What follows belongs to an exercise in optimizing a design on an open flow for small area, a short achievable clock period and few clock cycles; a production flow would make more cautious choices. At most, simulation tests tie the RTL to the original design; equivalence was not proved. No activity file was given, so power comes from the tool's default toggle rates.

==> module apb_ram, before the edit <==
module apb_ram (
  input presetn,
  input pclk,
  input psel,
  input penable,
  input pwrite,
  input [31:0] paddr, pwdata,
  output reg [31:0] prdata,
  output pready,
  output reg pslverr
);
  wire [31:0] mem [0:31];
  wire [4:0]  a   = paddr[4:0];
  wire        bad = |paddr[31:5];
  wire [31:0] wd  = pwdata & {32{presetn}};
  reg         wr_q;
  assign pready = penable;
  wire [31:0] oh;
  wire [31:0] rd;
  always @(posedge pclk) begin
    prdata  <= rd;
    pslverr <= bad;
    wr_q    <= psel & ~penable & pwrite & ~bad;
  end
  genvar i, j;
  generate
    for (i = 0; i < 32; i = i + 1) begin : g_word
      reg [31:0] q;
      assign oh[i] = (a == i);
      always @(posedge pclk)
        if (!presetn || (wr_q && oh[i]))
          q <= wd;
      assign mem[i] = q;
    end
    for (j = 0; j < 32; j = j + 1) begin : g_rd
      wire [31:0] col;
      for (i = 0; i < 32; i = i + 1) begin : g_col
        assign col[i] = mem[i][j];
      end
      apb_ram_aor32 u_aor (.s(oh), .d(col), .y(rd[j]));
    end
  endgenerate
endmodule
==> module apb_ram_aor32, before the edit <==
module apb_ram_aor32 (
  input  [31:0] s,
  input  [31:0] d,
  output        y
);
  assign y = |(s & d);
endmodule
export LEC_CHECK = 0
export CAP_MARGIN = 20
export CORE_MARGIN = 2
export CORE_UTILIZATION = 60
export CTS_CLUSTER_DIAMETER = 100
export CTS_CLUSTER_SIZE = 24
export SETUP_SLACK_MARGIN = 0.8
export SLEW_MARGIN = 20
export SYNTH_HIERARCHICAL = 1
export SYNTH_MINIMUM_KEEP_SIZE = 0
create_clock -name core_clock -period 2.6 [get_ports {pclk}]
standard.sh (not shown) runs the stock make flow with config.mk's settings and CLKGATE_MAP_FILE= SYNTH_SCRIPT=/design/flow/synth_recipe.tcl, a recipe that flattens the netlist after the stock synthesis.
==> flow/flow/run.sh <==
#!/bin/bash
# Standard ORFS layout (standard synthesis unchanged); only the port buffers
# differ: buf_2 instead of the default pick (a slow delay buffer).
set -euo pipefail
bash standard.sh "BUFFER_PORTS_ARGS=-buffer_cell sky130_fd_sc_hd__buf_2" finish > orfs_make.log 2>&1
Then changed:
==> flow/design.v (replaced) <==
module apb_ram (
  input presetn,
  input pclk,
  input psel,
  input penable,
  input pwrite,
  input [31:0] paddr, pwdata,
  output reg [31:0] prdata,
  output pready,
  output reg pslverr
);
  wire [31:0] mem [0:31];
  wire [4:0]  a   = paddr[4:0];
  wire        bad = |paddr[31:5];
  wire [31:0] wd  = pwdata & {32{presetn}};
  reg         wr_q;
  assign pready = penable;
  wire [31:0] oh;
  wire [7:0]  oh8;
  wire [3:0]  oh4;
  wire [31:0] rd;
  always @(posedge pclk) begin
    prdata  <= rd;
    pslverr <= bad;
    wr_q    <= psel & ~penable & pwrite & ~bad;
  end
  genvar i, j;
  generate
    for (i = 0; i < 32; i = i + 1) begin : g_word
      reg [31:0] q;
      assign oh[i] = (a == i);
      always @(posedge pclk)
        if (!presetn || (wr_q && oh[i]))
          q <= wd;
      assign mem[i] = q;
    end
    for (i = 0; i < 8; i = i + 1) begin : g_oh8
      assign oh8[i] = (a[4:2] == i);
    end
    for (i = 0; i < 4; i = i + 1) begin : g_oh4
      assign oh4[i] = (a[1:0] == i);
    end
    for (j = 0; j < 32; j = j + 1) begin : g_rd
      wire [7:0] m;
      wire [2:0] g;
      for (i = 0; i < 8; i = i + 1) begin : g_l1
        apb_ram_aor4 u_mux (.s(oh4),
                            .d({mem[4*i+3][j], mem[4*i+2][j], mem[4*i+1][j], mem[4*i][j]}),
                            .y(m[i]));
      end
      apb_ram_aoi3 u_aoi0 (.s(oh8[2:0]), .d(m[2:0]), .y_n(g[0]));
      apb_ram_aoi3 u_aoi1 (.s(oh8[5:3]), .d(m[5:3]), .y_n(g[1]));
      apb_ram_aoi2 u_aoi2 (.s(oh8[7:6]), .d(m[7:6]), .y_n(g[2]));
      assign rd[j] = ~&g;
    end
  endgenerate
endmodule
module apb_ram_aor4 (
  input  [3:0] s,
  input  [3:0] d,
  output       y
);
  assign y = |(s & d);
endmodule
module apb_ram_aoi3 (
  input  [2:0] s,
  input  [2:0] d,
  output       y_n
);
  assign y_n = ~|(s & d);
endmodule
module apb_ram_aoi2 (
  input  [1:0] s,
  input  [1:0] d,
  output       y_n
);
  assign y_n = ~|(s & d);
endmodule
Cell count goes up by 3.8%.
Non-clock buffer count went down by 73.
Final area goes down by 1.4%.
Critical path depth falls by 2.
Worst hold slack gains 0.0046 ns.
Setup slack is better by 0.12 ns.
Wire length falls by 2.4%.
Combinational power is higher by 43%.
Power is higher by 2.5%.
No run of this note included a check of the RTL's function; only the layout flow was run.

---

## build 27
apb_ram, a different RTL version from the one above (not shown whole).
Size: ~1700 cells after synthesis, about 1100 flip-flops, about 37000 um^2 of cells after synthesis.
Design apb_ram, start of the top module:
module apb_ram (
  input presetn,
  input pclk,
  input psel,
  input penable,
  input pwrite,
  input [31:0] paddr, pwdata,
  output reg [31:0] prdata,
  output pready,
  output reg pslverr
);
==> module apb_ram, before the edit <==
module apb_ram (
  input presetn,
  input pclk,
  input psel,
  input penable,
  input pwrite,
  input [31:0] paddr, pwdata,
  output reg [31:0] prdata,
  output pready,
  output reg pslverr
);
  wire [31:0] mem [0:31];
  wire [4:0]  a   = paddr[4:0];
  wire        bad = |paddr[31:5];
  wire [31:0] wd  = pwdata & {32{presetn}};
  reg         wr_q;
  assign pready = penable;
  wire [31:0] oh;
  wire [31:0] rd;
  always @(posedge pclk) begin
    prdata  <= rd;
    pslverr <= bad;
    wr_q    <= psel & ~penable & pwrite & ~bad;
  end
  genvar i, j;
  generate
    for (i = 0; i < 32; i = i + 1) begin : g_word
      reg [31:0] q;
      assign oh[i] = (a == i);
      always @(posedge pclk)
        if (!presetn || (wr_q && oh[i]))
          q <= wd;
      assign mem[i] = q;
    end
    for (j = 0; j < 32; j = j + 1) begin : g_rd
      wire [31:0] col;
      wire [10:0] g;
      for (i = 0; i < 32; i = i + 1) begin : g_col
        assign col[i] = mem[i][j];
      end
      for (i = 0; i < 11; i = i + 1) begin : g_grp
        if (i < 10) begin : g3
          apb_ram_aoi3 u_aoi (.s(oh[3*i+2:3*i]), .d(col[3*i+2:3*i]), .y_n(g[i]));
        end else begin : g2
          apb_ram_aoi2 u_aoi (.s(oh[31:30]), .d(col[31:30]), .y_n(g[i]));
        end
      end
      apb_ram_nand11 u_or (.g_n(g), .y(rd[j]));
    end
  endgenerate
endmodule
==> module apb_ram_nand11, before the edit <==
module apb_ram_nand11 (
  input  [10:0] g_n,
  output        y
);
  assign y = ~&g_n;
endmodule
Settings: LEC_CHECK=0, CAP_MARGIN=20, CORE_MARGIN=2, CORE_UTILIZATION=40, CTS_CLUSTER_DIAMETER=100, CTS_CLUSTER_SIZE=24, SLEW_MARGIN=20, SYNTH_HIERARCHICAL=1, SYNTH_MINIMUM_KEEP_SIZE=0; clock period 2.6 ns.
Scripts as last shown in full above: flow/flow/run.sh
Build 27 went all the way through the flow, and no timing, DRC or antenna check failed.
diff inputs: build 27 => trial 51
==> flow/design.v <==
module apb_ram (
  input presetn,
  input pclk,
  input psel,
  input penable,
  input pwrite,
  input [31:0] paddr, pwdata,
  output reg [31:0] prdata,
  output pready,
  output reg pslverr
);
  wire [31:0] mem [0:31];
  wire [4:0]  a   = paddr[4:0];
  wire        bad = |paddr[31:5];
  wire [31:0] wd  = pwdata & {32{presetn}};
  reg         wr_q;
  assign pready = penable;
  wire [31:0] oh;
  wire [7:0]  oh8;
  wire [31:0] rd;
  always @(posedge pclk) begin
    prdata  <= rd;
    pslverr <= bad;
    wr_q    <= psel & ~penable & pwrite & ~bad;
  end
  genvar i, j;
  generate
    for (i = 0; i < 32; i = i + 1) begin : g_word
      reg [31:0] q;
      assign oh[i] = (a == i);
      always @(posedge pclk)
        if (!presetn || (wr_q && oh[i]))
          q <= wd;
      assign mem[i] = q;
    end
    for (i = 0; i < 8; i = i + 1) begin : g_oh8
      assign oh8[i] = (a[4:2] == i);
    end
    for (j = 0; j < 32; j = j + 1) begin : g_rd
      wire [7:0] m;
      wire [2:0] g;
      for (i = 0; i < 8; i = i + 1) begin : g_l1
        apb_ram_mux4 u_mux (.s(a[1:0]),
                            .d({mem[4*i+3][j], mem[4*i+2][j], mem[4*i+1][j], mem[4*i][j]}),
                            .y(m[i]));
      end
      apb_ram_aoi3 u_aoi0 (.s(oh8[2:0]), .d(m[2:0]), .y_n(g[0]));
      apb_ram_aoi3 u_aoi1 (.s(oh8[5:3]), .d(m[5:3]), .y_n(g[1]));
      apb_ram_aoi2 u_aoi2 (.s(oh8[7:6]), .d(m[7:6]), .y_n(g[2]));
      assign rd[j] = ~&g;
    end
  endgenerate
endmodule
module apb_ram_mux4 (
  input  [1:0] s,
  input  [3:0] d,
  output       y
);
  assign y = d[s];
endmodule
module apb_ram_aoi3 (
  input  [2:0] s,
  input  [2:0] d,
  output       y_n
);
  assign y_n = ~|(s & d);
endmodule
module apb_ram_aoi2 (
  input  [1:0] s,
  input  [1:0] d,
  output       y_n
);
  assign y_n = ~|(s & d);
endmodule
--- outcome ---
Both conditions hold for trial 51: the flow ran to the end and the final layout passed the timing, DRC and antenna checks.
In the tables for build 27 and trial 51, post-synthesis instance area reads lower with build 27.
Trial 51 — maximum fanout count along the critical path 5 higher, build 27 as reference
On non-clock buffer count: between build 27 and trial 51, it ends up higher for build 27.
Changes observed in trial 51 relative to build 27: global-route wire length before repair went down by about 7%; total routed wirelength fell about 9%; post-synthesis sequential area ratio now smaller; worst hold slack shows an increase of 28 ps.
The higher worst setup slack of build 27 and trial 51 is in trial 51.
Effective utilization at floorplan, build 27 and trial 51: smaller value in trial 51
Relative to build 27, total number of multi-input combinational cells decreased by about 22% in trial 51.
Power share of the clock group on trial 51 is down relative to build 27.
Diff build 27 -> trial 51 | peak supply drop | decrease of about 6.6%
Compare build 27 and trial 51 | synthesized cell count lower: trial 51
Testbench counts of trial 51, summed over its fixed seeds: cycles 32,000.
Function not checked in build 27: the RTL went through the layout flow alone.

[static timing again, ports no longer ideal]
No port has a modelled driver above. Below, the same layouts with a new extraction and two added sets of constraints.
Step 1, drivers: a clkbuf_16 drives pclk and a buf_2 each remaining input, both assumed.
Step 2 times the ports against the registers' clock, not the clock port: input delays grow and output delays shrink by t, the midpoint of the rising clock arrivals with the driver on.
a / b / c = ideal ports / drivers / drivers and shift; a / b = the first two.
run	t, ns	slack for setup (ns)	worst setup path after step 2	latest minus earliest clock arrival (ns)	worst slew at a driven data input, ns
the first run of note 1	0.694	0.649 / 0.668 / -0.026	input to register	0.042 / 0.042	0.05
the second run of note 1	0.694	0.773 / 0.806 / 0.115	input to register	0.031 / 0.031	0.06
build 27	0.703	0.308 / 0.344 / -0.359	input to register	0.042 / 0.042	0.11
trial 51	0.696	0.509 / 0.509 / -0.135	input to register	0.044 / 0.044	0.07
With both steps, setup timing fails in the first run of note 1, build 27 and trial 51, where it was met with ideal ports. For the first run of note 1, which loses most, drivers alone change the setup slack by +0.019 ns; drivers and shift together by -0.675 ns.
